This design comes from an exercise in tuning for a short achievable clock period and few clock cycles on the open sky130 flow, not from production work. Function not checked in this run: the RTL went through the layout flow alone.

## flow/config.mk

```make
export PLATFORM = sky130hd
export DESIGN_NAME = open_risc_v
export DESIGN_NICKNAME = open_risc_v
export VERILOG_FILES = /design/flow/design.v
export SDC_FILE = /design/flow/constraint.sdc
export NUM_CORES = 4
export LEC_CHECK = 0
export CAP_MARGIN = 20
export CORE_MARGIN = 2
export CORE_UTILIZATION = 30
export PLACE_DENSITY = 0.45
export SLEW_MARGIN = 20
```

## flow/constraint.sdc

```tcl
create_clock -name core_clock -period 7.2 [get_ports {clk}]
set_input_delay 1.4400 -clock core_clock [delete_from_list [all_inputs] [get_ports {clk}]]
set_output_delay 1.4400 -clock core_clock [all_outputs]
set_load 0.01 [all_outputs]
```

## flow/design.v

```verilog
module open_risc_v(
	input  wire 		  clk   		,
	input  wire 		  rst		    ,
	input  wire [31:0]    inst_i		,
	output wire [31:0]    inst_addr_o	,
	output wire 		  rd_wen_o		,
	output wire [4:0]     rd_addr_o		,
	output wire [31:0]    rd_data_o
);
	reg [31:0] pc_q;
	reg [31:0] ras_q;
	reg        e_valid;
	reg [31:0] e_op1, e_op2;
	reg        e_fwd1, e_fwd2;
	reg [4:0]  e_rd;
	reg        e_wen;
	reg        e_add, e_sub, e_slt, e_sltu, e_xor, e_or, e_and;
	reg        e_sll, e_srl, e_sra, e_link;
	reg [31:0] e_linkv;
	reg        e_br;
	reg [2:0]  e_f3;
	reg        e_pred;
	reg [31:0] e_alt;
	reg        e_jalr;
	reg        e_jpred;
	reg [31:0] e_ptgt;
	reg        w_wen;
	reg [4:0]  w_rd;
	reg [31:0] w_data;
	reg [31:0] rf [1:31];
	wire [31:0] ins = inst_i;
	wire [4:0]  opc = ins[6:2];
	wire [2:0]  f3  = ins[14:12];
	wire [4:0]  rd  = ins[11:7];
	wire [4:0]  rs1 = ins[19:15];
	wire [4:0]  rs2 = ins[24:20];
	wire is_op    = (opc == 5'b01100);
	wire is_opimm = (opc == 5'b00100);
	wire is_lui   = (opc == 5'b01101);
	wire is_auipc = (opc == 5'b00101);
	wire is_jal   = (opc == 5'b11011);
	wire is_jalr  = (opc == 5'b11001);
	wire is_br    = (opc == 5'b11000);
	wire [31:0] imm_i = {{20{ins[31]}}, ins[31:20]};
	wire [31:0] imm_u = {ins[31:12], 12'b0};
	wire [31:0] imm_b = {{19{ins[31]}}, ins[31], ins[7], ins[30:25], ins[11:8], 1'b0};
	wire [31:0] imm_j = {{11{ins[31]}}, ins[31], ins[19:12], ins[20], ins[30:21], 1'b0};
	wire [31:0] rf1 = (rs1 == 5'd0) ? 32'b0 : rf[rs1];
	wire [31:0] rf2 = (rs2 == 5'd0) ? 32'b0 : rf[rs2];
	wire [31:0] pc4   = pc_q + 32'd4;
	wire [31:0] f_tgt = pc_q + (ins[3] ? imm_j : imm_b);
	wire f_bpred = is_br & (ins[31] | ins[12]);
	wire f_take  = is_jal | f_bpred;
	wire f_jpred = is_jalr & (ins[31:20] == 12'b0);
	wire uses1 = is_op | is_opimm | is_br | is_jalr;
	wire uses2 = is_op | is_br;
	wire e_wr  = e_valid & e_wen;
	wire [31:0] op1_d = is_auipc ? pc_q : (is_lui ? 32'b0 : rf1);
	wire [31:0] op2_d = uses2 ? rf2 : ((is_lui | is_auipc) ? imm_u : imm_i);
	wire alu_rr = is_op;
	wire alu_ri = is_opimm;
	wire alu_any = alu_rr | alu_ri;
	wire [31:0] a = e_fwd1 ? w_data : e_op1;
	wire [31:0] b = e_fwd2 ? w_data : e_op2;
	wire [31:0] sum  = a + b;
	wire [31:0] diff = a - b;
	wire        eq   = (a == b);
	wire        lt   = ($signed(a) < $signed(b));
	wire        ltu  = (a < b);
	wire [31:0] sll  = a << b[4:0];
	wire [31:0] srl  = a >> b[4:0];
	wire [31:0] sra  = $signed(a) >>> b[4:0];
	wire [31:0] result =
		({32{e_add }} & sum ) |
		({32{e_sub }} & diff) |
		({32{e_slt }} & {31'b0, lt }) |
		({32{e_sltu}} & {31'b0, ltu}) |
		({32{e_xor }} & (a ^ b)) |
		({32{e_or  }} & (a | b)) |
		({32{e_and }} & (a & b)) |
		({32{e_sll }} & sll) |
		({32{e_srl }} & srl) |
		({32{e_sra }} & sra) |
		({32{e_link}} & e_linkv);
	reg cond;
	always @(*) begin
		case (e_f3)
			3'b000:  cond = eq;
			3'b001:  cond = ~eq;
			3'b100:  cond = lt;
			3'b101:  cond = ~lt;
			3'b110: cond = ltu;
			3'b111: cond = ~ltu;
			default:    cond = 1'b0;
		endcase
	end
	wire br_mis   = e_valid & e_br & (cond != e_pred);
	wire jalr_mis = e_valid & e_jalr & ~(e_jpred & (a == e_ptgt));
	wire redirect = br_mis | jalr_mis;
	wire [31:0] redirect_tgt = e_jalr ? {sum[31:1], 1'b0} : e_alt;
	integer i;
	always @(posedge clk) begin
		if (rst == 1'b0) begin
			pc_q    <= 32'b0;
			ras_q   <= 32'b0;
			e_valid <= 1'b0;
			w_wen   <= 1'b0;
			for (i = 1; i < 32; i = i + 1)
				rf[i] <= 32'b0;
		end else begin
			if (redirect)
				pc_q <= redirect_tgt;
			else if (f_take)
				pc_q <= f_tgt;
			else if (f_jpred)
				pc_q <= ras_q;
			else
				pc_q <= pc4;
			if (~redirect & (is_jal | is_jalr) & (rd == 5'd1))
				ras_q <= pc4;
			e_valid <= ~redirect;
			w_wen <= e_wr;
			if (e_wr)
				rf[e_rd] <= result;
		end
	end
	always @(posedge clk) begin
		e_op1   <= op1_d;
		e_op2   <= op2_d;
		e_fwd1  <= uses1 & e_wr & (rs1 == e_rd);
		e_fwd2  <= uses2 & e_wr & (rs2 == e_rd);
		e_rd    <= rd;
		e_wen   <= (alu_any | is_lui | is_auipc | is_jal | is_jalr) & (rd != 5'd0);
		e_add   <= (alu_ri & f3 == 3'b000) | (alu_rr & f3 == 3'b000 & ~ins[30]) |
		           is_lui | is_auipc;
		e_sub   <= alu_rr & f3 == 3'b000 & ins[30];
		e_slt   <= alu_any & f3 == 3'b010;
		e_sltu  <= alu_any & f3 == 3'b011;
		e_xor   <= alu_any & f3 == 3'b100;
		e_or    <= alu_any & f3 == 3'b110;
		e_and   <= alu_any & f3 == 3'b111;
		e_sll   <= alu_any & f3 == 3'b001;
		e_srl   <= alu_any & f3 == 3'b101 & ~ins[30];
		e_sra   <= alu_any & f3 == 3'b101 & ins[30];
		e_link  <= is_jal | is_jalr;
		e_linkv <= pc4;
		e_br    <= is_br;
		e_f3    <= f3;
		e_pred  <= f_bpred;
		e_alt   <= f_bpred ? pc4 : f_tgt;
		e_jalr  <= is_jalr;
		e_jpred <= f_jpred;
		e_ptgt  <= ras_q;
		w_rd    <= e_rd;
		w_data  <= result;
	end
	assign inst_addr_o = pc_q;
	assign rd_wen_o    = w_wen & rst;
	assign rd_addr_o   = w_rd;
	assign rd_data_o   = w_data;
endmodule
```

## flow/run.sh

```bash
#!/bin/bash
# synth_recipe.tcl (not shown) runs the flow's synth.tcl, then flattens the netlist and writes it again
# the make line also repeats each setting of config.mk as NAME=value (left out here)
make -C /OpenROAD-flow-scripts/flow DESIGN_CONFIG=/design/flow/config.mk WORK_HOME=/design/flow/orfs CLKGATE_MAP_FILE= SYNTH_SCRIPT=/design/flow/synth_recipe.tcl finish
```

==> out/qor.csv <==
metric;value;unit
pwr_density_cell;251.4;nW/µm²
syn-cell-area;72920;µm²
grt_pass1_vias;52863;
cp_data_required_time;7.93;ns
crit_type;flop to flop;
path_clk_slew;0.06;ns
max-cap-violations;0;
grtUsageTotal;25.29;%
drc_errors;0;
tightest_slew;1.161;ns
clock_skew;0.07088;ns
clock_sinks;1312;
fin_util;34.41;%
grt_max_degree;100;
yosys_warnings;1;
port_buffers;101;
status;complete, no violations;
syn_inst;5949;
gpl.final_weighted_congestion;0.9599;
wl_per_cell;34.79;µm
first_pass_iters;6;
vdd_drop_max;0.0001489;V
dieArea;247000;µm²
pin_count;104;
initial_core_util;30.23;%
grt_pass1_wl;439300;µm
synth_cell_type_count;98;
grt-ovfl-total;0;
cp_max_fo;23;
cts_hold_buf;0;
ys_seq_area_share;50.07;%
numCtsBuffers;155;
syn_avg_cell_area;12.26;µm²
post_cts_buffers;0;
fin_total_pwr;20.86;mW
holdCritPathClass;flop to flop;
root_buffer;clkbuf_16;
ys_ff_latch;1312;
drive_gt1_share;21.99;%
hpwlAfterDp;207400;µm
regToRegSetupSlack;0.97;ns
nNetsFinal;6039;
synth_edf_count;1024;
rsz0062_at_grt;false;
ys.flop_type;edfxtp_1;
slowest_delay;0.92;ns
holdWs;0.3649;ns
min_period_over_period;86.53;%
detail-route-antenna-nets;0;
finalSetupViolations;0;
die_h;497.0;µm
p_leak;28.63;nW
fin_tns_setup;0;ns
cp_cell_sequence;buf_4 > mux2i_1 > ha_1 > nor4_1 > nand2_1 > o21ai_0 > o41a_1 > a211o_1 > o221a_2 > and4_2 > buf_12 > mux2i_1;
clock_latency;0.82;ns
vias_per_cell;5.804;
wirelength;319800;µm
min_period;6.230;ns
drtIter0Drc;6393;
syn_nets;6117;
area_growth;13.82;%
core_area;241200;µm²
grt_antenna_before_repair;22;
critPathCaptureType;flop;
final-hold-violation-count;0;
post_cts_resized;0;
vias;53364;
crit_slowest_cell;mux2i_1;
row_count;180;
finalMaxSlewViolations;0;
startpoint_type;flop;
cts_tree;built;
cts_max_path_buffers;3;
htreeDepth;4;
async_flop_share;0;%
crit_top_cell;mux2i_1;
critPathArrivalTime;6.96;ns
max_freq;0.1605;GHz
slew_headroom;20.42;%
fp.dieW;497.0;µm
critical path: cells and delay by family, from the launching register on:
| kind | cells | cell delay (ns) |
|---|---|---|
| compound gates | 4 | 1.58 |
| simple gates | 3 | 1.36 |
| mux | 2 | 1.15 |
| flops | 1 | 0.77 |
| buf+inv | 2 | 0.68 |
| fa+ha+maj | 1 | 0.54 |
kinds of logic (layout without fill, tap and decap cells):
group | Yosys count | count (layout) | share of synthesized area [%]
simple gates | 1895 | 1895 | 10.75
flops | 1312 | 1312 | 50.07
mux | 921 | 921 | 23.28
compound gates | 864 | 864 | 8.059
buf+inv | 686 | 739 | 3.871
xor+xnor | 137 | 137 | 1.645
fa+ha+maj | 134 | 134 | 2.330
other cells | 0 | 7 | 0
cell usage in the layout (no fill, tap or decap), drive strengths merged, types with 20 or more instances in the layout:
master	instances
a211oi	73
a21o	21
a21oi	189
a221oi	45
a22oi	33
buf	213
clkbuf	212
clkdlybuf4s50	90
clkinv	63
dfxtp	288
edfxtp	1024
ha	131
inv	149
mux2	63
mux2i	250
mux4	608
nand2	413
nand2b	21
nand3	42
nor2	1210
nor2b	41
nor3	49
o211ai	21
o21a	20
o21ai	202
o21bai	20
o22ai	51
o31ai	40
xnor2	99
xor2	38
state kept, by name (all words and copies together) (netlist names), 3 cells and up:
name	cells
e_rd	5
e_alt	32
e_f3	3
pc_q	32
w_rd	5
rf	1024
e_op2	32
w_data	32
e_linkv	31
ras_q	32
e_ptgt	32
e_op1	32
final timing paths:
path	startpoint	end	cells past startpoint
worst max-delay path	e_fwd1	ras_q[25]	12
worst min-delay path	ras_q[12]	e_ptgt[12]	0
worst max register to register	e_fwd1	ras_q[25]	12
worst min register to register	ras_q[12]	e_ptgt[12]	0
per-layer routing:
metal | wire length, µm | track usage, %
met2 | 151900 | 41.47
met3 | 22730 | 3.973
met1 | 131600 | 33.59
met5 | 100 | 0
met4 | 13560 | 9.721
cells in the mapped netlist, types with 38 or more instances:
library cell | n | area share [%]
nand3_1 | 42 | 0.29
dfxtp_1 | 288 | 7.9
mux4_2 | 608 | 19
clkbuf_1 | 357 | 1.8
inv_1 | 112 | 0.58
o31ai_1 | 39 | 0.40
mux2i_1 | 234 | 3.2
nand2_1 | 413 | 2.1
ha_1 | 131 | 2.2
edfxtp_1 | 1024 | 42
nor3_1 | 48 | 0.33
nor2_1 | 1181 | 6.1
mux2_2 | 63 | 0.97
xnor2_1 | 99 | 1.2
o22ai_1 | 51 | 0.44
nor2b_1 | 41 | 0.35
buf_2 | 105 | 0.72
a221oi_1 | 43 | 0.52
o21ai_0 | 179 | 1.2
xor2_1 | 38 | 0.46
a211oi_1 | 69 | 0.71
a21oi_1 | 188 | 1.3
buf_1 | 53 | 0.27
per-stage QoR:
step	worst slack [ns]	cell area [µm²]	instances
2_1_floorplan	2.035	72920	5949
3_3_place_gp	1.245	77800	8898
3_5_place_dp	1.139	77830	8899
4_1_cts	1.126	82990	9187
5_1_grt	0.8887	82990	9188
6_report	0.9699	83000	9194
cell type report:
class | count | area [µm²]
clock buffer | 212 | 4369
antenna | 7 | 17.52
fill | 23759 | 158200
sequential | 1312 | 36520
clock inverter | 76 | 790.8
timing repair buffer | 303 | 2655
inverter | 148 | 555.5
tap | 3185 | 3985
multi-input combinational | 3951 | 34110
report_power, final:
part           internal [mW]  switching [mW]
clock                   4.61            3.43
combinational           1.33            2.75
sequential              8.47           0.269

what the ideal ports hide:
How much do the figures lean on ideal ports? The routed layout below was timed once more, with nothing changed but the port constraints.
Step 1 (the two cells are an assumption about what drives the block):
set clk [get_ports {clk}]
set_driving_cell -lib_cell sky130_fd_sc_hd__clkbuf_16 $clk
set_driving_cell -lib_cell sky130_fd_sc_hd__buf_2 [delete_from_list [all_inputs] $clk]
Step 2 moves the port delays by t, midway between the first and last clock arrival at a register: inputs arrive t later, outputs are due t later. That takes back most of the time a late clock gives input paths.
Slacks: ideal ports / drivers / drivers and shift; pairs: ideal ports / drivers.
shift t [ns]: 0.877
slack for setup (ns): 0.970 / 0.970 / 0.970
clock arrival spread, ns: 0.075 / 0.075
worst data-port slew with drivers (ns): 0.12
cell pins on the clock port's net: 1
After both steps setup and hold are still met in this run. The setup slack of this run moves by 0.000 ns with the drivers and by 0.000 ns with both steps.
